What follows belongs to an exercise in optimizing a design on an open flow for small area and a short achievable clock period; a production flow would make more cautious choices. Only simulation tests tie the RTL to the original design; equivalence was not proved. The clock port is modelled as an ideal driver, which makes a skipped or thinned clock tree look cheaper than it is; a real chip needs a root buffer or a tree. Power and IR drop assume default switching activity.

## run 1
==> flow/design.v (excerpt) <==
module c6288_top (
  input         clk,
  input  [15:0] a,
  input  [15:0] b,
  output [31:0] p
);
Size: ~64 flip-flops, roughly 65 I/O pins, ~0.0079 mm² of cells after synthesis.
Settings: LEC_CHECK=0, CAP_MARGIN=20, CORE_MARGIN=2, CORE_UTILIZATION=65, SLEW_MARGIN=20, SYNTH_HIERARCHICAL=1, SYNTH_MINIMUM_KEEP_SIZE=0; clock period 15.0 ns.
standard.sh (not shown) runs the stock make flow with config.mk's settings and CLKGATE_MAP_FILE= SYNTH_SCRIPT=/design/flow/synth_recipe.tcl, a recipe that flattens the netlist after the stock synthesis.
==> flow/flow/run.sh <==
#!/bin/bash
set -uo pipefail
source flow/params.sh
export RES=orfs/results/sky130hd/c6288_top/base
ARGS=(MATCH_CELL_FOOTPRINT=0 "BUFFER_PORTS_ARGS=-buffer_cell $PORT_BUF" SETUP_SLACK_MARGIN=$SETUP_MARGIN $EXTRA)
if [ -n "${CTS_OPTS:-}" ]; then ARGS+=("CTS_ARGS=$CTS_OPTS"); fi
bash standard.sh "${ARGS[@]}" floorplan > std_floorplan.log 2>&1 || exit 1
if [ -n "$IN_FF" ]; then
  IN_FF=$IN_FF openroad -no_init -exit flow/upsize.tcl > upsize.log 2>&1 || exit 1
fi
bash standard.sh "${ARGS[@]}" cts > std_cts.log 2>&1 || exit 1
if [ -n "$SKEW_CELLS" ]; then
  SKEW_CELLS="$SKEW_CELLS" ROOT_CELL="${ROOT_CELL:-}" P_GROUP="${P_GROUP:-8}" IN_ROOTS="${IN_ROOTS:-2}" openroad -no_init -exit flow/${SKEW_TCL:-skew.tcl} > skew.log 2>&1 || exit 1
fi
bash standard.sh "${ARGS[@]}" finish > std_finish.log 2>&1
st=$?
cp orfs/logs/sky130hd/c6288_top/base/*.log . 2>/dev/null
exit $st
==> flow/flow/params.sh <==
SETUP_MARGIN=10.6
PORT_BUF=sky130_fd_sc_hd__buf_1
IN_FF=sky130_fd_sc_hd__dfxtp_2
SKEW_CELLS="sky130_fd_sc_hd__clkdlybuf4s50_1 sky130_fd_sc_hd__clkbuf_8"
EXTRA="SKIP_CTS_REPAIR_TIMING=1 REMOVE_ABC_BUFFERS=1 SETUP_MOVE_SEQUENCE=sizeup,swap"
CTS_OPTS="-sink_clustering_enable -repair_clock_nets -dont_use_dummy_load -buf_list {sky130_fd_sc_hd__clkbuf_4 sky130_fd_sc_hd__clkbuf_8}"
SKEW_TCL="skew2.tcl"
ROOT_CELL="sky130_fd_sc_hd__clkbuf_16"
P_GROUP="8"
IN_ROOTS="3"
Other scripts of this flow, unchanged in this note and not shown: flow/flow/skew.tcl, flow/flow/skew2.tcl, flow/flow/upsize.tcl
Run 1 | stages: all done | timing, DRC, antenna: all pass
--- input diff run 1..run 2 ---
- putting PLACE_DENSITY at 0.8 where nothing was set
[summary]
Diff run 1 -> run 2: share of the core filled with cells in the final layout increased by 0.26 points relative to the old numbers; total detailed-routing wirelength now larger; via count went up 58; ratio of cells with drive above 1 in the final layout increased 0.38 points.
| post-route minimum period | run 2 vs run 1 | worse |
Looking only at setup slack after layout, and setting everything else aside, the lower value of run 1 and run 2 goes to run 2.
Diff run 1 -> run 2: proportion of total power due to net switching level; sequential fraction of total cell area comparable.
The estimated power of run 2 ends up higher than the estimate for run 1.
Of run 1 and run 2, the lower area growth from synthesis to layout belongs to run 1.
## Diff of input files: run 3 against run 2
- PLACE_DENSITY removed (was 0.8)
-- flow/flow/params.sh --
<<< run 2, line 1
SETUP_MARGIN=10.6
PORT_BUF=sky130_fd_sc_hd__buf_1
>>> run 3, line 1
SETUP_MARGIN=10.7
PORT_BUF=sky130_fd_sc_hd__buf_1
## What came out
Area occupied by multi-input gates | run 3 above run 2
In the reports for run 2 and run 3, the smaller fraction of final layout cells sized beyond drive strength 1 belongs to run 2.
p_q[25]$_DFF_P_ as the startpoint of the most critical setup path was reported by run 3, and a_q[7]$_DFF_P_ by run 2.
Number of iterations in the first detailed-routing pass sits higher in run 3 than in run 2.
From run 2 to run 3 the numbers moved as follows: number of cells on the worst reg-to-reg path has remained practically unchanged, number of logic inverters in the finished layout has remained practically unchanged.
Delta (run 3 minus run 2): post-detailed-placement cell area held steady; number of stages on the worst setup path down 13.
Relative to run 3, the following input files were edited for run 4:
- swapping 65 for 80 in CORE_UTILIZATION
-- flow/flow/params.sh --
<<< run 3, line 1
SETUP_MARGIN=10.7
PORT_BUF=sky130_fd_sc_hd__buf_1
>>> run 4, line 1
SETUP_MARGIN=10.6
PORT_BUF=sky130_fd_sc_hd__buf_1
Notes after the runs:
Run 4: all stages complete, timing, DRC and antenna checks passed
For combinational power, run 3 and run 4 come out practically identical.
Of run 3 and run 4, run 3 shows the higher synthesis-to-finish area growth, with run 4 below it.
On clock power, run 3 and run 4 are neck and neck.
No run of this note takes its clock network from TritonCTS; it comes from the design's own scripts or RTL.

[afterwards: timing with drivers on the ports]
In the flow no input, the clock included, has a driving cell. The finished layouts below were timed again as built, in two steps.
Step 1 assumes that a clkbuf_16 drives the clock port and a buf_2 every other input.
Step 2, shift: input delay + t, output delay - t, t = (earliest + latest rising clock arrival at the registers) / 2. This alone moves slack from input paths to output paths.
Slacks: ideal / step 1 / step 2; pairs: ideal / step 1.
| run | t, ns | setup slack, ns | latest minus earliest clock arrival (ns) | slew at the worst register clock pin (ns) |
|---|---|---|---|---|
| run 1 | 0.534 | 10.699 / 10.630 / 10.776 | 0.683 / 0.682 | 0.09 / 0.09 |
| run 2 | 0.526 | 10.644 / 10.644 / 10.644 | 0.668 / 0.667 | 0.08 / 0.08 |
| run 3 | 0.530 | 10.733 / 10.661 / 10.837 | 0.672 / 0.672 | 0.09 / 0.09 |
| run 4 | 0.550 | 10.656 / 10.584 / 10.711 | 0.710 / 0.711 | 0.10 / 0.10 |
In every run listed the clock reaches the registers at very different times; t lies between them, and the last value is a rough guide only.
